This design comes from an exercise in tuning for small area on the open sky130 flow, not from production work.
Only simulation tests tie the RTL to the original design; equivalence was not proved.
The clock port is modelled as an ideal driver; clocking choices that lean on that would not hold on a real chip.
Power figures rest on the tool's default switching activity, not on a simulated workload.

$ cat flow/run.sh
#!/bin/bash
# ORFS layout (the standard.sh) with these changes:
# - synthesis maps logic with an area-oriented ABC script (flow/abc_area.script) and
#   leaves adders to ABC (no half/full adder cells); everything else in synthesis is
#   the standard flow's own script, so the registers are the same
# - port buffers are buf_1
# - one tie cell per constant value (no tie fanout repair)
set -euo pipefail
W=$(pwd)
{
  echo 'proc abc {args} {'
  echo '  set i [lsearch $args -script]'
  echo "  if {\$i >= 0} { set args [lreplace \$args \$i [expr {\$i+1}] -script $W/flow/abc_area.script] }"
  echo '  yosys abc {*}$args'
  echo '}'
  cat synth_recipe.tcl
} > my_synth.tcl
sed "s#SYNTH_SCRIPT=[^ ]*#SYNTH_SCRIPT=$W/my_synth.tcl#" standard.sh > my_standard.sh
grep -q "SYNTH_SCRIPT=$W/my_synth.tcl" my_standard.sh
export ADDER_MAP_FILE=
export BUFFER_PORTS_ARGS="-buffer_cell sky130_fd_sc_hd__buf_1"
export SKIP_REPAIR_TIE_FANOUT=1
export CTS_ARGS="-sink_clustering_enable -repair_clock_nets -buf_list sky130_fd_sc_hd__clkbuf_4 -root_buf sky130_fd_sc_hd__clkbuf_4 -dont_use_dummy_load"
export DONT_USE_CELLS="sky130_fd_sc_hd__buf_8 sky130_fd_sc_hd__buf_12 sky130_fd_sc_hd__buf_16 sky130_fd_sc_hd__bufbuf_8 sky130_fd_sc_hd__bufbuf_16 sky130_fd_sc_hd__clkbuf_16"
export POST_CTS_TCL=$W/flow/post_cts.tcl
bash my_standard.sh finish > standard.log 2>&1
$ cat flow/abc_area.script
strash
dc2
&get -n
&st
&dch -f
&nf -R 1000 -C 32 -p
&st
&dch -f
&nf -R 1000 -C 32 -p
&put
topo
$ cat flow/post_cts.tcl
estimate_parasitics -placement
set n_up 0
foreach inst [get_cells -hierarchical *] {
  if {[get_property $inst ref_name] != "sky130_fd_sc_hd__clkbuf_4"} { continue }
  set out [get_pins -of $inst -filter "direction == output"]
  set worst 0
  foreach p [get_pins -of [get_nets -of $out] -filter "direction == input"] {
    set s [get_property $p slew_max]
    if {$s > $worst} { set worst $s }
  }
  if {$worst > 0.110} {
    puts "upsizing [get_full_name $inst]: sink slew $worst"
    replace_cell $inst sky130_fd_sc_hd__clkbuf_8
    incr n_up
  }
}
if {$n_up > 0} {
  detailed_placement
  estimate_parasitics -placement
}
$ cat standard.sh
#!/bin/bash
# synth_recipe.tcl (not shown) runs the flow's synth.tcl, then flattens the netlist and writes it again
# the make line also repeats each setting of config.mk as NAME=value (left out here)
make -C /OpenROAD-flow-scripts/flow DESIGN_CONFIG=/design/flow/config.mk WORK_HOME=/design/flow/orfs CLKGATE_MAP_FILE= SYNTH_SCRIPT=/design/flow/synth_recipe.tcl "${@:-finish}"
$ cat config.mk
export PLATFORM = sky130hd
export DESIGN_NAME = FSM
export DESIGN_NICKNAME = FSM
export VERILOG_FILES = /design/flow/design.v
export SDC_FILE = /design/flow/constraint.sdc
export NUM_CORES = 4
export LEC_CHECK = 0
export CAP_MARGIN = 20
export CORE_MARGIN = 2
export CORE_UTILIZATION = 80
export PLACE_DENSITY = 0.9
export SLEW_MARGIN = 20
$ cat constraint.sdc
create_clock -name core_clock -period 10.0 [get_ports {clk}]
set_input_delay 2.0000 -clock core_clock [delete_from_list [all_inputs] [get_ports {clk}]]
set_output_delay 2.0000 -clock core_clock [all_outputs]
set_load 0.01 [all_outputs]
$ cat design.v
`timescale 1ns / 1ps
module CLKGEN(
	input  wire        clk,
	input  wire        reset,
	input  wire [31:0] TINT,
	output reg         SYS_CLK,
	output reg         CONV,
	output wire        sys_tick
    );
	reg  [3:0]  jc;
	reg  [27:0] cnt_int;
	assign sys_tick = jc[3] & ~SYS_CLK;
	always @(posedge clk or posedge reset)
		if (reset) begin
			jc      <= 0;
			SYS_CLK <= 0;
		end else begin
			jc      <= {jc[2:0], ~SYS_CLK};
			SYS_CLK <= jc[3];
		end
	wire [28:0] t;
	wire [27:0] xn;
	assign t[0] = sys_tick;
	genvar i;
	generate for (i = 0; i < 28; i = i + 1) begin : g_inc
		assign t[i+1] = t[i] & cnt_int[i];
		assign xn[i]  = ~(cnt_int[i] ^ t[i]);
	end endgenerate
	wire [32:0] lt;
	assign lt[0] = 1'b0;
	generate for (i = 0; i < 32; i = i + 1) begin : g_cmp
		wire na = (i < 28) ? xn[i] : (i == 28) ? ~t[28] : 1'b1;
		assign lt[i+1] = (na & TINT[i]) | ((na | TINT[i]) & lt[i]);
	end endgenerate
	wire clr = sys_tick & ~(lt[32] | (TINT == 32'd0));
	always @(posedge clk or posedge reset)
		if (reset) begin
			cnt_int <= 0;
			CONV    <= 0;
		end else begin
			cnt_int <= ~xn & {28{~clr}};
			if (clr)
				CONV <= ~CONV;
		end
endmodule
`timescale 1ns / 1ps
module READOUT(
	input  wire        clk,
	input  wire        RST,
	input  wire        sys_tick,
	input  wire        SYS_CLK,
	input  wire        DVALID_BAR,
	input  wire        DOUT,
	input  wire [9:0]  fifo_cnt,
	input  wire [31:0] TINT,
	output wire        DXMIT_BAR,
	output wire        DCLK,
	output wire        done,
	output wire [63:0] data2pipe,
	output wire [31:0] fifo_th,
	output wire        fifo_flag
    );
	reg  [5:0]  st_n;
	reg         dvalid_old_n;
	reg  [39:0] doutreg;
	wire [5:0]  st = ~st_n;
	wire idle = st[5] & st[4];
	assign DXMIT_BAR = idle;
	assign done      = idle & st[0];
	wire r0 = st[5] & ~st[4] & st[3] & ~st[2] & ~st[1] & ~st[0];
	assign DCLK      = SYS_CLK & ~(idle & ~st[0]) & ~r0;
	assign data2pipe = {24'd0, doutreg};
	always @(posedge clk or posedge RST)
		if (RST) begin
			st_n         <= ~6'd62;
			dvalid_old_n <= 0;
		end else if (sys_tick) begin
			dvalid_old_n <= ~DVALID_BAR;
			if (idle)
				st_n <= (!DVALID_BAR && !dvalid_old_n) ? ~6'd40 : ~6'd62;
			else
				st_n <= st_n + 1'b1;
		end
	always @(posedge clk)
		if (sys_tick && !idle && st != 6'd0)
			doutreg <= {DOUT, doutreg[39:1]};
	wire z   = (TINT[31:17] == 15'd0);
	wire t1  = z && (TINT[16:0] < 17'd5000);
	wire t2  = z && (TINT[16:0] < 17'd10000);
	wire t3  = z && (TINT[16:0] < 17'd50000);
	wire t4  = z && (TINT[16:0] < 17'd100000);
	reg th7, th5_n, th4, th3;
	wire th5 = ~th5_n;
	always @(posedge clk or posedge RST)
		if (RST) begin
			th7 <= 0; th5_n <= 0; th4 <= 0; th3 <= 0;
		end else if (sys_tick) begin
			th7   <= t2;
			th5_n <= ~(t3 & ~t2);
			th4   <= t1 | ~t2;
			th3   <= (t2 & ~t1) | (t4 & ~t3);
		end
	wire [8:0] thv = {th4 & th7, th7, ~th4, th5, th4, th3,
	                  ~th7 & ~th3 & (th4 ^ th5), th4 & th5, th4 & th3};
	assign fifo_th   = {23'd0, thv};
	assign fifo_flag = fifo_cnt > {thv, 1'b0};
endmodule
`timescale 1ns / 1ps
module FSM(
	input  wire        clk,
	input  wire        reset_fsm,
	input  wire        DOUT,
	input  wire        DVALID_BAR,
	output wire        DXMIT_BAR,
	output wire        SYS_CLK,
	output wire        DCLK,
	output wire        CONV,
	output wire        fifo_flag,
	input  wire [9:0]  fifo_cnt,
	output wire [63:0] data2pipe,
	output wire        done,
	input  wire [31:0] TINT,
	output wire [31:0] fifo_th
    );
	wire sys_tick;
	CLKGEN clkgen1 (
		.clk(clk), .reset(reset_fsm), .TINT(TINT),
		.SYS_CLK(SYS_CLK), .CONV(CONV), .sys_tick(sys_tick));
	READOUT readout1 (
		.clk(clk), .RST(reset_fsm), .sys_tick(sys_tick), .SYS_CLK(SYS_CLK),
		.DVALID_BAR(DVALID_BAR), .DOUT(DOUT), .fifo_cnt(fifo_cnt), .TINT(TINT),
		.DXMIT_BAR(DXMIT_BAR), .DCLK(DCLK), .done(done), .data2pipe(data2pipe),
		.fifo_th(fifo_th), .fifo_flag(fifo_flag));
endmodule
==> results of run 1 <==
[cell usage in the layout, fill, tap and decap left out, types with 2 or more instances in the layout]
master and instances:
nand3b_1 2, nand4_1 2, buf_1 100, clkbuf_8 4, a21o_1 11, o21a_1 2, xnor2_1 10, nand3_1 13
maj3_1 2, o211ai_1 2, a211oi_1 2, dfrtp_1 44, clkbuf_4 5, a21oi_1 13, nor2b_1 10, nor3_1 6
nand2_1 27, a221oi_1 6, clkinv_1 10, or4_1 3, o221ai_1 3, buf_4 2, xor2_1 11, o22ai_1 10
nor2_1 48, or2_0 2, o21ai_0 12, nor4_1 2, a22oi_1 9, edfxtp_1 40
[critical path, delay by kind of cell, from the launching register on]
kind	cells	cell delay [ns]
AND/OR/NAND/NOR	19	4.37
AO/OA/AOI/OAI	7	1.47
flip-flops	1	0.43
buffers and inverters	1	0.37
[routing by layer]
metal / track usage, % / wire (µm)
met1: 38.3 / 3330
met2: 55.2 / 4520
met3: 12.9 / 895
met4: 11.1 / 149
met5: 0 / 0
[kinds of logic (layout without fill, tap and decap cells)]
kind of cell	count (synthesis)	after routing	synth area share [%]
other cells	1	1	0.0925
flops	85	85	57.4
fa+ha+maj	2	2	0.494
simple gates	120	120	13.5
buf+inv	61	122	10.4
compound gates	80	80	13.5
xor+xnor	21	21	4.54
[path summary, 6_finish.rpt]
path                                 startpoint                 end  slack [ns]
worst max-delay path            clkgen1.SYS_CLK  clkgen1.cnt_int[8]        3.23
worst min-delay path              clkgen1.jc[1]       clkgen1.jc[2]        0.37
worst max register to register  clkgen1.SYS_CLK  clkgen1.cnt_int[8]        3.23
worst min register to register    clkgen1.jc[1]       clkgen1.jc[2]        0.37
max in group asynchronous             reset_fsm    readout1.st_n[0]        7.86
min in group asynchronous             reset_fsm  clkgen1.cnt_int[3]        1.74
[layout make-up]
class	count	area, µm²
clock buffer	9	92.6
fill	238	536
inverter	10	37.5
multi-input combinational	224	1320
sequential	85	2330
tap	67	83.8
timing repair buffer	103	418
[registers in the layout, indices dropped and copies added (netlist names)]
name and count:
clkgen1.SYS_CLK 1, readout1.doutreg 40, readout1.th4 1, clkgen1.CONV 1, clkgen1.cnt_int 28, readout1.th5_n 1
readout1.th7 1, readout1.dvalid_old_n 1, clkgen1.jc 4, readout1.st_n 6, readout1.th3 1
[power groups by stage]
stage	logic, µW	clock network (µW)	registers (µW)
2_1_floorplan	30.2	0	371
3_3_place_gp	30.1	0	371
3_5_place_dp	31.2	0	371
5_1_grt	36.6	172	364
6_report	32.4	159	364
[metrics by stage]
step | setup slack, ns | instances | hold WS, ns | util, %
2_1_floorplan | 3.21 | 370 | 0.331 | -
5_1_grt | 2.67 | 498 | 0.390 | 88.9
6_report | 3.23 | 498 | 0.369 | 88.9
3_3_place_gp | 3.81 | 488 | 0.333 | 86.4
3_5_place_dp | 3.40 | 488 | 0.348 | 86.4
==> out/metrics.csv, run 1 <==
metric,value,unit
cp.arrival,6.99,ns
grt_pass1_wl,13.1,mm
grt_usage,32.6,%
tightest_slew,0.749,ns
path_common_cell,nor2b_1,
place_area,0.00416,mm²
path_clk_slew,0.09,ns
max_stage_delay,0.61,ns
ios,148,
dieArea,0.00565,mm²
worstPathRequired,10.22,ns
min_period,6.77,ns
drive_gt1_share,3.48,%
crit_path_max_fanout,20,
ys_top_cells_by_area,"edfxtp_1 (30%), dfrtp_1 (27%), buf_4 (9.4%)",
yosysTopAreaCellShare,29.6,%
numClockSinks,85,
setup_viol,0,
outcome,no timing/DRC/antenna violations,
p_comb_share,5.8,%
nets,479,
ys_warn_count,2,
rows,25,
rsz0062_at_grt,false,
drtIter0Drc,270,
startpoint_type,register,
synth_top_cell_by_area,edfxtp_1,
maxCapViolations,0,
crit_path_top_delay_cell,nor2b_1,
postSynthAreaPerCell,11.0,µm²
grt_pass1_vias,2791,
drt.antenna.violating_nets,0,
first_pass_iters,6,
finalSetupTns,0,ns
synthDistinctLibCells,42,
fin_crit_sh,67.7,%
ys_top_cells_by_count,"buf_4 (51), nor2_1 (48), dfrtp_1 (44)",
power_density,130,mW/mm²
ys.flop_type,dfrtp_1,
numPortBuffers,100,
sw_frac_of_total,22.3,%
drc,0,
internal-power,431,µW
r2r_cells,27,
antenna_cells,0,
p_sw,124,µW
start_util,84.2,%
grt_max_degree,48,
stdcell_area,0.00428,mm²
vias,3080,
cp-end-kind,register,
synth_seq_cells,85,
crit_type,register to register,
fin_skew,0.0239,ns
antenna_found_initial,0,
cts_tree,yes,
drt-wirelength-per-cell,17.8,µm
synth_fp_nets,416,
dpl.hpwl,6.38,mm
slew_viol_final,0,
yosysSeqAreaShare,57.4,%
ys_async_sr_fraction,52.9,%
syn-cell-area,0.00405,mm²
hold_viol,0,
fmax,148,MHz
place_congestion,0.904,
die_height,75.2,µm
pwr-share-clk,28.6,%
hold_depth,0,
dieWidth,75.2,µm
p_seq_share,65.5,%
power,555,µW
area_growth_syn_to_layout,5.62,%
viasPerCell,6.18,
leakage,0.00164,µW
synth.most_common_cell,buf_4,
synth_edf_count,40,
core,0.00482,mm²
hp-class,register to register,
clk_latency,0.36,ns
relSlewSlack,50.0,%
grt_overflow_total,0,
synthCells,370,
wirelength,8.89,mm
vdd_ir_drop_max,0.117,mV
==> inputs of run 2 (changes only) <==
--- a/flow/run.sh
+++ b/flow/run.sh
@@ -5,6 +5,7 @@
 #   the standard flow's own script, so the registers are the same
 # - port buffers are buf_1
 # - one tie cell per constant value (no tie fanout repair)
+# - the resizer may not use buffers larger than buf_6 (flow/dont_use.tcl)
 set -euo pipefail
 W=$(pwd)
 {
@@ -21,6 +22,6 @@
 export BUFFER_PORTS_ARGS="-buffer_cell sky130_fd_sc_hd__buf_1"
 export SKIP_REPAIR_TIE_FANOUT=1
 export CTS_ARGS="-sink_clustering_enable -repair_clock_nets -buf_list sky130_fd_sc_hd__clkbuf_4 -root_buf sky130_fd_sc_hd__clkbuf_4 -dont_use_dummy_load"
-export DONT_USE_CELLS="sky130_fd_sc_hd__buf_8 sky130_fd_sc_hd__buf_12 sky130_fd_sc_hd__buf_16 sky130_fd_sc_hd__bufbuf_8 sky130_fd_sc_hd__bufbuf_16 sky130_fd_sc_hd__clkbuf_16"
+for s in GLOBAL_PLACE RESIZE REPAIR_TIMING_POST_PLACE CTS GLOBAL_ROUTE DETAIL_ROUTE; do export PRE_${s}_TCL=$W/flow/dont_use.tcl; done
 export POST_CTS_TCL=$W/flow/post_cts.tcl
 bash my_standard.sh finish > standard.log 2>&1
==> flow/dont_use.tcl (new file) <==
# Keep the resizer from reaching for large buffers; it buffers with buf_2..buf_6.
set_dont_use {sky130_fd_sc_hd__buf_8 sky130_fd_sc_hd__buf_12 sky130_fd_sc_hd__buf_16 sky130_fd_sc_hd__bufbuf_8 sky130_fd_sc_hd__bufbuf_16 sky130_fd_sc_hd__clkbuf_16}
==> out/metrics.csv, run 2 <==
metric,value,unit
die_height,75.2,µm
synthCells,370,
crit_type,register to register,
dieArea,0.00565,mm²
wirelength,9.17,mm
path_clk_slew,0.11,ns
synth_compound_area_share,13.5,%
drtIter0Drc,305,
viasPerCell,6.31,
final_common_cell,buf_1,
synth_xor_area_share,4.54,%
slew_viol_final,0,
tightest_slew,0.857,ns
area_growth_syn_to_layout,5.37,%
drt-wirelength-per-cell,18.4,µm
p_sw,123,µW
startpoint_type,register,
utilization,88.7,%
largest_register_ffs,40,
cp.arrival,7.48,ns
setup_viol,0,
synth_mux_area_share,0,%
ys_top_cells_by_area,"edfxtp_1 (30%), dfrtp_1 (27%), buf_4 (9.4%)",
antenna_cells,0,
nets,480,
synth_fp_nets,416,
synth_top_family_by_area,simple AND/OR/NAND/NOR gates,
synthDistinctLibCells,42,
relSlewSlack,42.9,%
antenna_found_initial,0,
power,558,µW
drt.antenna.violating_nets,0,
dp_cells,489,
fin_crit_sh,72.1,%
worstPathRequired,10.26,ns
dieWidth,75.2,µm
synth_seq_cells,85,
drive_gt1_share,3.70,%
ys_warn_count,2,
ys.flop_type,dfrtp_1,
postSynthAreaPerCell,11.0,µm²
hp-class,register to register,
grt_pass1_wl,13.8,mm
cts_tree,yes,
synthAdderAreaFrac,0.494,%
first_pass_iters,8,
cp-end-kind,register,
grt_usage,34.3,%
pwr-share-clk,29.0,%
grt_pass1_vias,2886,
crit_path_max_fanout,19,
numPortBuffers,100,
rsz0062_at_grt,false,
regMostFlops,readout1.doutreg,
start_util,84.2,%
synth-simple-area-share,13.5,%
drc,0,
maxCapViolations,0,
outcome,no timing/DRC/antenna violations,
fin_skew,0.0323,ns
reg_top3,"readout1.doutreg x40, clkgen1.cnt_int x28, readout1.st_n x6",
p_seq_share,65.1,%
clk_latency,0.36,ns
vias,3147,
ys_async_sr_fraction,52.9,%
internal-power,436,µW
grt_overflow_total,0,
yosysSeqAreaShare,57.4,%
sw_frac_of_total,22.0,%
p_comb_share,5.8,%
yosysTopAreaCellShare,29.6,%
finalSetupTns,0,ns
place_congestion,0.964,
fmax,139,MHz
hold_viol,0,
syn-cell-area,0.00405,mm²
power_density,131,mW/mm²
ys_top_cells_by_count,"buf_4 (51), nor2_1 (48), dfrtp_1 (44)",
ios,148,
numClockSinks,85,
min_period,7.21,ns
layout_common_cells,"buf_1 (100), nor2_1 (48), dfrtp_1 (44), edfxtp_1 (40), nand2_1 (27)",
rows,25,
vdd_ir_drop_max,0.134,mV
layout.cells.non_filler,499,
core,0.00482,mm²
synth.most_common_cell,buf_4,
hold_ws,0.323,ns
grt_max_degree,48,
synth_edf_count,40,
dpl.hpwl,6.70,mm
synth_top_cell_by_area,edfxtp_1,
leakage,0.00164,µW
run 2: per-layer routing:
metal,part of all wire (%),GRT usage [%]
met1,37,42.4
met5,0,0
met2,52,58.4
met4,2.5,16.2
met3,9.2,7.36
run 2: area by class of cell:
cell class | count | area [µm²]
sequential | 85 | 2330
timing repair buffer | 104 | 402
inverter | 10 | 37.5
multi-input combinational | 224 | 1320
tap | 67 | 83.8
fill | 231 | 546
clock buffer | 9 | 98.8
run 2: worst paths after layout:
kind	slack (ns)	end	startpoint	cells past startpoint
min in group asynchronous	1.62	clkgen1.cnt_int[16]	reset_fsm	3
hold reg to reg	0.32	clkgen1.jc[3]	clkgen1.jc[2]	0
setup / recovery	2.79	clkgen1.CONV	clkgen1.SYS_CLK	25
hold / removal	0.32	clkgen1.jc[3]	clkgen1.jc[2]	0
max in group asynchronous	7.78	clkgen1.cnt_int[17]	reset_fsm	4
setup reg to reg	2.79	clkgen1.CONV	clkgen1.SYS_CLK	25
run 2: through the flow:
stage               setup WS (ns)  instance area (µm²)
floorplan                    3.21                 4050
global placement             3.70                 4160
detailed placement           3.08                 4160
global route                 2.12                 4270
finish                       2.79                 4270
run 2: power groups by stage:
stage	Sequential [µW]	Clock [µW]	Combinational [µW]
2_1_floorplan	371	0	30.2
3_3_place_gp	371	0	29.8
3_5_place_dp	371	0	31.0
5_1_grt	364	173	36.8
6_report	364	162	32.6
run 2: logic make-up after synthesis:
kind of cell               count (synthesis)
and+or+nand+nor                          120
buffers and inverters                     61
DFF                                       85
other                                      1
adders and majority gates                  2
xor gates and xnor gates                  21
AOI/OAI and AO/OA                         80
run 2: critical path, cell delays in order (launching register included):
cell and delay [ns]:
dfrtp_1 0.41, nor2b_1 0.60, nand3_1 0.26, nor2b_1 0.31, nand3_1 0.19, nor2b_1 0.28, nand3_1 0.22, nor2b_1 0.27
nand3_1 0.17, nor2b_1 0.24, nand3_1 0.17, nor2b_1 0.24, nand3_1 0.16, nor2b_1 0.25, nand3_1 0.18, nor2b_1 0.25
nand3_1 0.18, nor2b_1 0.35, nand3_1 0.20, xor2_1 0.21, a221o_1 0.39, o221ai_1 0.10, a21oi_1 0.13, a211oi_2 0.65
buf_2 0.47, xor2_1 0.23
==> inputs of run 3 (changes only) <==
--- a/design.v
+++ b/design.v
@@ -60,29 +60,28 @@
 	output wire [31:0] fifo_th,
 	output wire        fifo_flag
     );
-	reg  [5:0]  st_n;
+	reg  [5:0]  st;
 	reg         dvalid_old_n;
 	reg  [39:0] doutreg;
-	wire [5:0]  st = ~st_n;
-	wire idle = st[5] & st[4];
+	wire st_idle = (st == 6'd0);
+	assign done      = &st;
+	wire idle = st_idle | done;
 	assign DXMIT_BAR = idle;
-	assign done      = idle & st[0];
-	wire r0 = st[5] & ~st[4] & st[3] & ~st[2] & ~st[1] & ~st[0];
-	assign DCLK      = SYS_CLK & ~(idle & ~st[0]) & ~r0;
+	assign DCLK      = SYS_CLK & (st > 6'd22);
 	assign data2pipe = {24'd0, doutreg};
 	always @(posedge clk or posedge RST)
 		if (RST) begin
-			st_n         <= ~6'd62;
+			st           <= 6'd0;
 			dvalid_old_n <= 0;
 		end else if (sys_tick) begin
 			dvalid_old_n <= ~DVALID_BAR;
-			if (idle)
-				st_n <= (!DVALID_BAR && !dvalid_old_n) ? ~6'd40 : ~6'd62;
-			else
-				st_n <= st_n + 1'b1;
+			if (idle && !DVALID_BAR && !dvalid_old_n)
+				st <= 6'd22;
+			else if (!st_idle)
+				st <= st + 1'b1;
 		end
 	always @(posedge clk)
-		if (sys_tick && !idle && st != 6'd0)
+		if (sys_tick && !st_idle && st[5:1] != 5'b11111)
 			doutreg <= {DOUT, doutreg[39:1]};
 	wire z   = (TINT[31:17] == 15'd0);
 	wire t1  = z && (TINT[16:0] < 17'd5000);
==> out/metrics.csv, run 3 <==
metric,value,unit
routed-wl-met3,825,µm
drtIter0Drc,343,
hold_ws,0.373,ns
layout_common_cells,"buf_1 (100), dfrtp_1 (45), edfxtp_1 (40), nor2_1 (39), nand2_1 (25)",
hp-class,register to register,
outcome,no timing/DRC/antenna violations,
vias,3170,
synthCells,367,
layout.cells.non_filler,494,
yosysSeqAreaShare,57.7,%
ys.flop_type,dfrtp_1,
sw_frac_of_total,22.8,%
hold_viol,0,
cp_num_buf_inv,0,
synth_fp_nets,413,
worstPathRequired,10.16,ns
multi_input_area,0.00129,mm²
r2r_start,clkgen1.SYS_CLK,
core,0.00479,mm²
seq_area,0.00233,mm²
min_period,7.17,ns
synth_top_cell_by_area,edfxtp_1,
cp.arrival,7.33,ns
grt_pass1_wl,14.1,mm
cp-end-kind,register,
power_density,132,mW/mm²
startpoint_type,register,
antenna_found_initial,0,
slew_viol_final,0,
numClockSinks,85,
crit_path_top_delay_cell,and4b_1,
largest_register_ffs,40,
ys_top_cells_by_area,"edfxtp_1 (30%), dfrtp_1 (28%), buf_4 (9.5%)",
drive_gt1_share,2.81,%
fin_skew,0.0263,ns
numPortBuffers,100,
yosysTopAreaCellShare,29.8,%
reg_top3,"readout1.doutreg x40, clkgen1.cnt_int x28, readout1.st x6",
maxCapViolations,0,
drt.antenna.violating_nets,0,
finalSetupTns,0,ns
path_clk_slew,0.08,ns
ios,148,
p_comb_share,6.8,%
grt_overflow_total,0,
start_util,84.3,%
die_height,75.0,µm
viasPerCell,6.42,
wl_met2,4.80,mm
drt-met1-wl,3.47,mm
cp_cell_sequence,nor2b_1 -> nand3_1 -> nor2b_1 -> nand3_1 -> nor2b_1 -> nand3_1 -> nor2b_1 -> nand3_1 -> nor2b_1 -> nand3_1 -> nor2b_1 -> nand3_1 -> nor2b_1 -> nand3_1 -> nor2b_1 -> nand3_1 -> nor2b_1 -> nand3_1 -> nand3b_1 -> a2111oi_0 -> and4b_1 -> nor2_1,
dpl.hpwl,6.82,mm
preCtsSetupSlack,3.12,ns
internal-power,432,µW
ys_warn_count,2,
nets,475,
synth.most_common_cell,buf_4,
relSlewSlack,27.4,%
crit_type,register to register,
crit_path_max_fanout,29,
wirelength,9.32,mm
place_congestion,0.929,
clk_latency,0.35,ns
grt_usage,34.9,%
final_common_cell,buf_1,
synthDistinctLibCells,38,
synth_edf_count,40,
postSynthAreaPerCell,11.0,µm²
grt_max_degree,48,
max_stage_delay,1.00,ns
regMostFlops,readout1.doutreg,
cts_tree,yes,
antenna_cells,0,
p_sw,127,µW
rows,25,
first_pass_iters,5,
drc,0,
top_layer_used,met4,
tightest_slew,1.09,ns
ys_async_sr_fraction,52.9,%
dieWidth,75.0,µm
startpoint,clkgen1.SYS_CLK,
ys_top_cells_by_count,"buf_4 (51), dfrtp_1 (45), edfxtp_1 (40), nor2_1 (40), nand2_1 (25)",
fin_crit_sh,71.7,%
drt-wirelength-per-cell,18.9,µm
holdCritStartpoint,clkgen1.jc[2],
fmax,139,MHz
synth_seq_cells,85,
fillers,236,
fin_ws,2.83,ns
pwr-share-clk,27.1,%
vdd_ir_drop_max,0.127,mV
p_seq_share,66.0,%
grt_pass1_vias,2929,
dp_cells,484,
dieArea,0.00563,mm²
syn-cell-area,0.00403,mm²
area_growth_syn_to_layout,4.68,%
rsz0062_at_grt,false,
crit_family,simple AND/OR/NAND/NOR gates,
leakage,0.00162,µW
setup_viol,0,
run 3: cells by family (layout without fill, tap and decap cells):
group / after synthesis / in the layout / share of synthesized area, %
simple gates: 113 / 113 / 13.2
flops: 85 / 85 / 57.7
xor+xnor: 20 / 20 / 4.34
other cells: 1 / 1 / 0.0930
buf+inv: 62 / 122 / 10.5
fa+ha+maj: 2 / 2 / 0.496
compound gates: 84 / 84 / 13.6
run 3: area by class of cell:
class | count | area share (%)
flip-flops and latches | 85 | 55.1
multi-input cells | 220 | 30.5
repair buffers | 102 | 9.33
clock buffers | 9 | 2.04
well taps | 67 | 1.99
inverters | 11 | 0.978
run 3: worst register-to-register path, cell delays in order, from the launching register on:
cell and delay [ns]:
dfrtp_1 0.41, nor2b_1 0.67, nand3_1 0.25, nor2b_1 0.27, nand3_1 0.21, nor2b_1 0.30
nand3_1 0.18, nor2b_1 0.28, nand3_1 0.19, nor2b_1 0.25, nand3_1 0.17, nor2b_1 0.25
nand3_1 0.19, nor2b_1 0.25, nand3_1 0.17, nor2b_1 0.30, nand3_1 0.19, nor2b_1 0.30
nand3_1 0.25, nand3b_1 0.29, a2111oi_0 0.46, and4b_1 1.00, nor2_1 0.15
run 3: per-stage QoR:
| stage | util (%) | cell area [µm²] | power, µW |
|---|---|---|---|
| 2_1_floorplan | - | 4030 | 410 |
| 3_3_place_gp | 86.1 | 4120 | 412 |
| 3_5_place_dp | 86.1 | 4120 | 413 |
| 5_1_grt | 88.2 | 4220 | 576 |
| 6_report | 88.2 | 4220 | 559 |
run 3: worst paths after layout:
check / to / slack [ns] / depth (start not counted)
setup / recovery: clkgen1.cnt_int[15] / 2.83 / 22
hold / removal: clkgen1.jc[3] / 0.37 / 0
setup reg to reg: clkgen1.cnt_int[15] / 2.83 / 22
hold reg to reg: clkgen1.jc[3] / 0.37 / 0
max in group asynchronous: clkgen1.cnt_int[11] / 7.83 / 3
min in group asynchronous: clkgen1.cnt_int[14] / 1.77 / 3
run 3: power by group through the flow:
stage	clock [µW]	sequential, µW	combinational (µW)
floorplan	0	375	34.8
global placement	0	376	36.0
detailed placement	0	376	37.0
global route	164	369	43.0
finish	152	369	38.2
run 3: metal layers:
| metal | track usage [%] | vias to the layer above |
|---|---|---|
| met5 | 0 | - |
| met2 | 60.4 | 208 |
| met4 | 14.1 | 0 |
| met1 | 43.4 | 1534 |
| met3 | 6.96 | 28 |
| li1 | - | 1400 |
==> inputs of run 4 (changes only) <==
--- a/design.v
+++ b/design.v
@@ -88,19 +88,20 @@
 	wire t2  = z && (TINT[16:0] < 17'd10000);
 	wire t3  = z && (TINT[16:0] < 17'd50000);
 	wire t4  = z && (TINT[16:0] < 17'd100000);
-	reg th7, th5_n, th4, th3;
-	wire th5 = ~th5_n;
+	reg th8, th7, th5_n, th2_n;
+	wire th5 = ~th5_n, th2 = ~th2_n;
 	always @(posedge clk or posedge RST)
 		if (RST) begin
-			th7 <= 0; th5_n <= 0; th4 <= 0; th3 <= 0;
+			th8 <= 0; th7 <= 0; th5_n <= 0; th2_n <= 0;
 		end else if (sys_tick) begin
+			th8   <= t1;
 			th7   <= t2;
 			th5_n <= ~(t3 & ~t2);
-			th4   <= t1 | ~t2;
-			th3   <= (t2 & ~t1) | (t4 & ~t3);
+			th2_n <= t4;
 		end
-	wire [8:0] thv = {th4 & th7, th7, ~th4, th5, th4, th3,
-	                  ~th7 & ~th3 & (th4 ^ th5), th4 & th5, th4 & th3};
+	wire b6 = (th7 & ~th8) | (th5 & th2);
+	wire [8:0] thv = {th8, th7, b6, th5, ~b6, (th7 & ~th8) | (~th7 & ~th5 & ~th2),
+	                  th2, th5 & ~th2, ~th7 & ~th5 & ~th2};
 	assign fifo_th   = {23'd0, thv};
 	assign fifo_flag = fifo_cnt > {thv, 1'b0};
 endmodule
==> out/metrics.csv, run 4 <==
metric,value,unit
grt_overflow_total,0,
cp-end-kind,register,
min_to,clkgen1.jc[2],
leakage,0.00160,µW
area_growth_syn_to_layout,4.73,%
synthCells,368,
r2r_cells,25,
grt_pass1_vias,2856,
drt.antenna.violating_nets,0,
startpoint_type,register,
sw_frac_of_total,22.2,%
ios,148,
setup_viol,0,
ys_top_cells_by_area,"edfxtp_1 (30%), dfrtp_1 (28%), buf_4 (9.7%)",
start_util,84.1,%
vdd_ir_drop_max,0.123,mV
nets,476,
die_height,74.9,µm
grt_usage,32.5,%
rows,25,
ys.flop_type,dfrtp_1,
p_seq_share,65.5,%
maxCapViolations,0,
r2r_slack,3.25,ns
syn-cell-area,0.00402,mm²
yosysTopAreaCellShare,29.9,%
p_sw,123,µW
synth_fp_nets,414,
ys_async_sr_fraction,52.9,%
synth_top_cell_by_area,edfxtp_1,
drive_gt1_share,3.04,%
numPortBuffers,100,
p_comb_share,5.8,%
antenna_found_initial,0,
tightest_slew,1.12,ns
synth.most_common_cell,buf_4,
cp.arrival,6.92,ns
synth_seq_cells,85,
grt_pass1_wl,13.2,mm
holdCritStartpoint,clkgen1.jc[1],
ys_warn_count,2,
place_area,0.00411,mm²
layout_common_cells,"buf_1 (100), dfrtp_1 (45), nor2_1 (40), edfxtp_1 (40), nand2_1 (28)",
synthDistinctLibCells,33,
stdcell_area,0.00421,mm²
reg2reg_to,clkgen1.CONV,
finalSetupTns,0,ns
fin_ws,3.25,ns
core,0.00479,mm²
hold_viol,0,
largest_register_ffs,40,
power_density,132,mW/mm²
clk_latency,0.36,ns
vias,3121,
reg_top3,"readout1.doutreg x40, clkgen1.cnt_int x28, readout1.st x6",
r2r_start,clkgen1.SYS_CLK,
fin_skew,0.0326,ns
worstPathRequired,10.17,ns
yosysSeqAreaShare,57.8,%
min_period,6.75,ns
preCtsSetupSlack,3.55,ns
hold_depth,0,
startpoint,clkgen1.SYS_CLK,
dieWidth,74.9,µm
dpl.hpwl,6.49,mm
dieArea,0.00561,mm²
fmax,148,MHz
pwr-share-clk,28.6,%
grt_max_degree,48,
viasPerCell,6.31,
regMostFlops,readout1.doutreg,
outcome,no timing/DRC/antenna violations,
place_congestion,0.844,
wirelength,8.90,mm
slew_viol_final,0,
synth_edf_count,40,
hold_ws,0.348,ns
fin_crit_sh,67.5,%
hp-class,register to register,
drt-wirelength-per-cell,18.0,µm
path_clk_slew,0.08,ns
antenna_cells,0,
numClockSinks,85,
postSynthAreaPerCell,10.9,µm²
crit_path_max_fanout,29,
crit_type,register to register,
ys_top_cells_by_count,"buf_4 (52), dfrtp_1 (45), nor2_1 (41)",
drtIter0Drc,335,
first_pass_iters,8,
rsz0062_at_grt,false,
cts_tree,yes,
internal-power,432,µW
power,555,µW
drc,0,
final_common_cell,buf_1,
relSlewSlack,25.6,%
[run 4: changes by cell type after synthesis, sizes merged, moves of 2 or more]
cell and delta:
xor2 +2, or4 -3, a22oi -2, nand2 +3, and2 -2, nand3 +2
nor4 +2, o21ai +3, a21oi -2, maj3 +2
[run 4: worst max-delay path, cell delays in order (launching register included)]
cell and delay (ns):
dfrtp_1 0.43, nor2b_1 0.11, buf_2 0.30, nand3_1 0.19, nor2b_1 0.26, nand3_1 0.18
nor2b_1 0.28, nand3_1 0.19, nor2b_1 0.26, nand3_1 0.22, nor2b_1 0.29, nand3_1 0.18
nor2b_1 0.25, nand3_1 0.20, nor2b_1 0.27, nand3_1 0.19, nor2b_1 0.25, nand3_1 0.18
nor2b_1 0.30, nand3_1 0.19, xor2_1 0.21, a221oi_1 0.32, o21ai_0 0.16, o21ai_0 0.10
and3_1 0.92, xor2_1 0.14
[run 4: cells by family (layout without fill, tap and decap cells)]
| logic type | Yosys count | count (layout) | synth area share, % |
|---|---|---|---|
| XOR/XNOR | 21 | 21 | 4.57 |
| buffers and inverters | 63 | 123 | 10.7 |
| flip-flops | 85 | 85 | 57.8 |
| adder cells (fa/ha/maj) | 4 | 4 | 0.995 |
| other | 1 | 1 | 0.0932 |
| AO/OA/AOI/OAI | 79 | 79 | 12.7 |
| AND/OR/NAND/NOR | 115 | 115 | 13.1 |
[run 4: per-stage QoR]
| stage | std cells | util (%) |
|---|---|---|
| after floorplan | 368 | - |
| after global placement | 485 | 85.9 |
| after detailed placement | 485 | 85.9 |
| after global routing | 495 | 88.1 |
| final | 495 | 88.1 |
[run 4: power by group through the flow]
stage                     clock network, µW  registers [µW]  logic (µW)
after floorplan                           0             371        30.4
after global placement                    0             371        29.9
after detailed placement                  0             371        30.9
after global routing                    171             364        36.6
final                                   159             364        32.2
[run 4: how the worst max path moves through the flow]
stage                         end  slack, ns  depth (start not counted)
6_report             clkgen1.CONV       3.25                         25
5_1_grt        clkgen1.cnt_int[2]       2.54                         25
3_5_place_dp         clkgen1.CONV       3.55                         25
2_1_floorplan           fifo_flag       4.00                         10
3_3_place_gp            fifo_flag       3.79                         12
[run 4: metal layers]
layer	share of wire [%]	GRT usage, %	wire length, µm	up-vias
met5	0	0	0	-
met4	3.0	13.5	265	0
met3	8.9	8.43	796	31
met2	51	57.8	4570	187
met1	37	37.3	3270	1501
li1	-	-	-	1402
[run 4: cell type report]
cell class,instances,area (µm²)
multi-input combinational,220,1270
sequential,85,2330
clock buffer,9,92.6
fill,248,572
timing repair buffer,103,397
inverter,11,41.3
tap,67,83.8
==> inputs of run 5 (changes only) <==
==> flow/post_cts.tcl (replaced) <==
set limit 0.112
proc worst_sink_slew {inst} {
  set worst 0
  foreach p [get_pins -of [get_nets -of [get_pins -of $inst -filter "direction == output"]] -filter "direction == input"] {
    set s [get_property $p slew_max]
    if {$s > $worst} { set worst $s }
  }
  return $worst
}
proc clock_bufs {} {
  set r {}
  foreach inst [get_cells -hierarchical *] {
    if {[string match "sky130_fd_sc_hd__clkbuf_*" [get_property $inst ref_name]]} { lappend r $inst }
  }
  return $r
}
estimate_parasitics -placement
set changed 0
foreach inst [clock_bufs] {
  if {[string match "clkbuf_0_*" [get_full_name $inst]]} { continue }
  set w [worst_sink_slew $inst]
  if {$w > $limit && [get_property $inst ref_name] == "sky130_fd_sc_hd__clkbuf_4"} {
    puts "upsizing [get_full_name $inst]: sink slew $w"
    replace_cell $inst sky130_fd_sc_hd__clkbuf_8
    set changed 1
  }
}
if {$changed} { estimate_parasitics -placement }
set worst 0
foreach inst [clock_bufs] {
  if {[string match "clkbuf_0_*" [get_full_name $inst]]} { continue }
  set w [worst_sink_slew $inst]
  if {$w > $worst} { set worst $w }
}
if {$worst > $limit} {
  foreach inst [clock_bufs] {
    if {[string match "clkbuf_0_*" [get_full_name $inst]] && [get_property $inst ref_name] == "sky130_fd_sc_hd__clkbuf_4"} {
      puts "upsizing root [get_full_name $inst]: leaf sink slew $worst"
      replace_cell $inst sky130_fd_sc_hd__clkbuf_8
      set changed 1
    }
  }
}
if {$changed} {
  detailed_placement
  estimate_parasitics -placement
}
==> out/metrics.csv, run 5 <==
metric,value,unit
outcome,no timing/DRC/antenna violations,
ys_top_cells_by_area,"edfxtp_1 (30%), dfrtp_1 (28%), buf_4 (9.7%)",
drt-wirelength-per-cell,17.9,µm
grt_overflow_total,0,
regMostFlops,readout1.doutreg,
power,551,µW
finalSetupTns,0,ns
antenna_found_initial,0,
reg_top3,"readout1.doutreg x40, clkgen1.cnt_int x28, readout1.st x6",
ios,148,
rsz0062_at_grt,false,
hp-class,register to register,
nets,476,
postSynthAreaPerCell,10.9,µm²
synthCells,368,
core,0.00479,mm²
setup_viol,0,
pwr-share-clk,28.1,%
ys_async_sr_fraction,52.9,%
worstPathRequired,10.25,ns
synthDistinctLibCells,33,
utilization,87.9,%
grt_usage,32.5,%
min_period,6.71,ns
synth_fp_nets,414,
sw_frac_of_total,22.5,%
drc,0,
grt_max_degree,48,
synth_seq_cells,85,
cp.arrival,6.96,ns
layout_common_cells,"buf_1 (100), dfrtp_1 (45), nor2_1 (40), edfxtp_1 (40), nand2_1 (28)",
hold_ws,0.348,ns
hold_viol,0,
start_util,84.1,%
drive_gt1_share,3.04,%
ys.flop_type,dfrtp_1,
ys_warn_count,2,
drtIter0Drc,273,
antenna_cells,0,
power_density,131,mW/mm²
internal-power,427,µW
dieArea,0.00561,mm²
final_common_cell,buf_1,
vdd_ir_drop_max,0.122,mV
p_comb_share,5.9,%
p_sw,124,µW
dieWidth,74.9,µm
drt.antenna.violating_nets,0,
area_growth_syn_to_layout,4.57,%
wirelength,8.85,mm
fin_crit_sh,67.1,%
grt_pass1_vias,2856,
leakage,0.00160,µW
vias,3095,
tightest_slew,1.09,ns
synth_top_cell_by_area,edfxtp_1,
ys_top_cells_by_count,"buf_4 (52), dfrtp_1 (45), nor2_1 (41)",
cp-end-kind,register,
slew_viol_final,0,
fin_skew,0.0314,ns
path_clk_slew,0.08,ns
numPortBuffers,100,
crit_path_max_fanout,29,
cts_tree,yes,
viasPerCell,6.25,
maxCapViolations,0,
syn-cell-area,0.00402,mm²
yosysTopAreaCellShare,29.9,%
yosysSeqAreaShare,57.8,%
grt_pass1_wl,13.2,mm
fmax,149,MHz
place_congestion,0.844,
startpoint_type,register,
synth.most_common_cell,buf_4,
crit_type,register to register,
numClockSinks,85,
die_height,74.9,µm
rows,25,
dpl.hpwl,6.49,mm
dp_cells,485,
layout.cells.non_filler,495,
first_pass_iters,7,
clk_latency,0.43,ns
synth_edf_count,40,
largest_register_ffs,40,
relSlewSlack,27.1,%
p_seq_share,66.1,%
[run 5: cell counts after synthesis]
Identical to the previous run, type by type.
[run 5: critical path: stages (launching register included)]
cell and delay (ns):
dfrtp_1 0.43, nor2b_1 0.11, buf_2 0.30, nand3_1 0.19, nor2b_1 0.26, nand3_1 0.18, nor2b_1 0.28, nand3_1 0.19
nor2b_1 0.26, nand3_1 0.22, nor2b_1 0.29, nand3_1 0.18, nor2b_1 0.26, nand3_1 0.19, nor2b_1 0.26, nand3_1 0.19
nor2b_1 0.25, nand3_1 0.18, nor2b_1 0.30, nand3_1 0.19, xor2_1 0.21, a221oi_1 0.32, o21ai_0 0.16, o21ai_0 0.10
and3_1 0.91, xor2_1 0.14
[run 5: final cells by class]
cell class / instances / area, µm²
clock buffers: 9 / 86.3
repair buffers: 103 / 397
fillers: 251 / 578
multi-input cells: 220 / 1270
inverters: 11 / 41.3
flip-flops and latches: 85 / 2330
well taps: 67 / 83.8
[run 5: worst paths after layout]
check	from	endpoint	slack [ns]	depth (start not counted)
max	clkgen1.SYS_CLK	clkgen1.CONV	3.29	25
min	clkgen1.jc[1]	clkgen1.jc[2]	0.35	0
max reg2reg	clkgen1.SYS_CLK	clkgen1.CONV	3.29	25
min reg2reg	clkgen1.jc[1]	clkgen1.jc[2]	0.35	0
max in group asynchronous	reset_fsm	clkgen1.jc[1]	7.85	4
min in group asynchronous	reset_fsm	clkgen1.cnt_int[8]	1.55	3
[run 5: cells by family (layout without fill, tap and decap cells)]
family,after synthesis,count (layout),share of synthesized area [%]
buf+inv,63,123,10.7
fa+ha+maj,4,4,0.995
xor+xnor,21,21,4.57
other cells,1,1,0.0932
flops,85,85,57.8
simple gates,115,115,13.1
compound gates,79,79,12.7
[run 5: metal layers]
metal	routed length [µm]	vias to the layer above	global-route usage, %
li1	-	1400	-
met5	0	-	0
met4	212	0	13.5
met1	3290	1503	37.3
met3	707	23	8.43
met2	4650	169	57.7
[run 5: power groups by stage]
stage	clock network (µW)	logic, µW	registers [µW]
after floorplan	0	30.4	371
after global placement	0	29.9	371
after detailed placement	0	30.9	371
after global routing	166	36.6	364
final	155	32.3	364
[run 5: metrics by stage]
stage	cell area (µm²)	setup slack [ns]
after floorplan	4020	4.00
after global placement	4110	3.79
after detailed placement	4110	3.55
after global routing	4210	2.54
final	4210	3.29
==> inputs of run 6 (changes only) <==
--- a/config.mk
+++ b/config.mk
@@ -5,8 +5,8 @@
 export SDC_FILE = /design/flow/constraint.sdc
 export NUM_CORES = 4
 export LEC_CHECK = 0
-export CAP_MARGIN = 20
+export CAP_MARGIN = 5
 export CORE_MARGIN = 2
 export CORE_UTILIZATION = 80
 export PLACE_DENSITY = 0.9
-export SLEW_MARGIN = 20
+export SLEW_MARGIN = 5
==> out/metrics.csv, run 6 <==
metric,value,unit
drt-met1-wl,3.29,mm
first_pass_iters,5,
cp-end-kind,register,
dieWidth,74.9,µm
r2r_slack,3.33,ns
vias,3094,
p_sw,123,µW
ys.flop_type,dfrtp_1,
cts_tree,yes,
vdd_ir_drop_max,0.123,mV
crit_path_top_delay_cell,and3_1,
synth.most_common_cell,buf_4,
synth_top_family_by_area,simple AND/OR/NAND/NOR gates,
top_layer_used,met4,
startpoint_type,register,
internal-power,426,µW
leakage,0.00159,µW
die_height,74.9,µm
hp-class,register to register,
fillers,251,
outcome,no timing/DRC/antenna violations,
grt_pass1_wl,13.2,mm
grt_usage,32.5,%
regMostFlops,readout1.doutreg,
drt-wirelength-per-cell,17.8,µm
fmax,150,MHz
fin_skew,0.0318,ns
antenna_cells,0,
wl_met2,4.57,mm
wirelength,8.80,mm
synth_seq_cells,85,
synth_edf_count,40,
critPathCapture,clkgen1.CONV,
startpoint,clkgen1.SYS_CLK,
pwr-share-clk,28.0,%
worstPathRequired,10.25,ns
ys_warn_count,2,
ys_top_cells_by_area,"edfxtp_1 (30%), dfrtp_1 (28%), buf_4 (9.7%)",
p_seq_share,66.2,%
finalSetupTns,0,ns
utilization,87.7,%
core,0.00479,mm²
postSynthAreaPerCell,10.9,µm²
synthCells,368,
synth-simple-area-share,13.1,%
multi_input_area,0.00127,mm²
area_growth_syn_to_layout,4.29,%
nets,475,
min_period,6.67,ns
reg2reg_to,clkgen1.CONV,
fin_crit_sh,66.7,%
antenna_found_initial,0,
maxCapViolations,0,
synth_mux_area_share,0,%
drt.antenna.violating_nets,0,
sw_frac_of_total,22.4,%
start_util,84.1,%
drc,0,
layout_common_cells,"buf_1 (100), dfrtp_1 (45), nor2_1 (40), edfxtp_1 (40), nand2_1 (28)",
place_congestion,0.844,
reg_top3,"readout1.doutreg x40, clkgen1.cnt_int x28, readout1.st x6",
synth_compound_area_share,12.7,%
relSlewSlack,29.1,%
crit_path_max_fanout,29,
cp.arrival,6.92,ns
synth_top_cell_by_area,edfxtp_1,
grt_pass1_vias,2856,
yosysTopAreaCellShare,29.9,%
numClockSinks,85,
slew_viol_final,0,
numPortBuffers,100,
power_density,131,mW/mm²
synth_xor_area_share,4.57,%
viasPerCell,6.26,
drive_gt1_share,2.81,%
synth_fp_nets,414,
clk_latency,0.43,ns
syn-cell-area,0.00402,mm²
tightest_slew,1.06,ns
dieArea,0.00561,mm²
max_stage_delay,0.89,ns
grt_max_degree,48,
drtIter0Drc,301,
r2r_cells,25,
path_clk_slew,0.08,ns
rsz0062_at_grt,false,
rows,25,
synthAdderAreaFrac,0.995,%
r2r_start,clkgen1.SYS_CLK,
ys_top_cells_by_count,"buf_4 (52), dfrtp_1 (45), nor2_1 (41)",
p_comb_share,5.8,%
routed-wl-met3,685,µm
crit_type,register to register,
synthDistinctLibCells,33,
yosysSeqAreaShare,57.8,%
seq_area,0.00233,mm²
largest_register_ffs,40,
grt_overflow_total,0,
dpl.hpwl,6.49,mm
ys_async_sr_fraction,52.9,%
hold_viol,0,
setup_viol,0,
ios,148,
final_common_cell,buf_1,
==> run 6: how the worst min path moves through the flow <==
stage          cells past startpoint     startpoint       endpoint
2_1_floorplan                      0  clkgen1.jc[0]  clkgen1.jc[1]
3_3_place_gp                       0  clkgen1.jc[0]  clkgen1.jc[1]
3_5_place_dp                       0  clkgen1.jc[0]  clkgen1.jc[1]
5_1_grt                            0  clkgen1.jc[1]  clkgen1.jc[2]
6_report                           0  clkgen1.jc[1]  clkgen1.jc[2]
==> run 6: final cells by class <==
cell class                      instances  share of cell area, %
Clock buffer                            9                   2.06
Multi-Input combinational cell        220                   30.3
Timing Repair Buffer                  102                   9.18
Sequential cell                        85                   55.5
Inverter                               11                  0.984
Tap cell                               67                   2.00
==> run 6: metrics by stage <==
| stage | hold WS, ns | cell area, µm² | setup WS [ns] | cells | total power [µW] |
|---|---|---|---|---|---|
| after floorplan | 0.331 | 4020 | 4.00 | 368 | 402 |
| after global placement | 0.337 | 4110 | 3.79 | 485 | 401 |
| after detailed placement | 0.338 | 4110 | 3.55 | 485 | 402 |
| after global routing | 0.353 | 4200 | 2.54 | 494 | 566 |
| final | 0.346 | 4200 | 3.33 | 494 | 549 |
==> run 6: worst max-delay path: cells and delay by family, from the launching register on <==
family          cells  cell delay, ns
compound gates      3            0.58
xor+xnor            2            0.35
buf+inv             1            0.30
flops               1            0.43
simple gates       19            4.86
==> run 6: routing by layer <==
layer / vias up / track usage, %
met5: - / 0
met4: 0 / 13.5
met3: 28 / 8.43
met2: 167 / 57.7
met1: 1500 / 37.3
li1: 1399 / -
==> run 6: cell families (layout without fill, tap and decap cells) <==
logic type	count (synthesis)	in the layout
AOI/OAI and AO/OA	79	79
and+or+nand+nor	115	115
DFF	85	85
other	1	1
xor gates and xnor gates	21	21
adders and majority gates	4	4
buffers and inverters	63	122
==> run 6: power groups by stage <==
stage          logic [µW]  registers, µW  clock network [µW]
2_1_floorplan        30.4            371                   0
3_3_place_gp         29.9            371                   0
3_5_place_dp         30.9            371                   0
5_1_grt              36.0            364                 166
6_report             31.6            364                 154

## what the ideal ports hide
Ports are ideal in the flow. The routed layouts listed here were re-timed in OpenROAD.
Step 1: set_driving_cell puts a clkbuf_16 on clk and a buf_2 on each other input, an assumption about the parent block.
Step 2 adds t to the input delays and takes it off the output delays; t is the mean of the earliest and latest rising clock arrival at the registers after step 1. Input paths then give back, and output paths get back, about the clock's delay inside the block.
a / b / c = ideal / step 1 / step 2; a / b = the first two.
run	shift t [ns]	setup slack, ns	hold slack, ns	latest minus earliest clock arrival (ns)	worst slew at a driven data input, ns
run 1	0.376	3.231 / 3.231 / 3.231	0.369 / 0.369 / 0.369	0.024 / 0.025	0.05
run 2	0.376	2.785 / 2.785 / 2.785	0.323 / 0.323 / 0.323	0.032 / 0.033	0.07
run 3	0.367	2.828 / 2.828 / 2.828	0.373 / 0.373 / 0.373	0.026 / 0.027	0.04
run 4	0.374	3.251 / 3.251 / 3.251	0.348 / 0.348 / 0.348	0.032 / 0.032	0.06
run 5	0.442	3.286 / 3.286 / 3.286	0.348 / 0.348 / 0.348	0.032 / 0.031	0.06
run 6	0.440	3.326 / 3.326 / 3.326	0.346 / 0.346 / 0.346	0.032 / 0.032	0.06
After both steps every run listed still meets setup and hold.
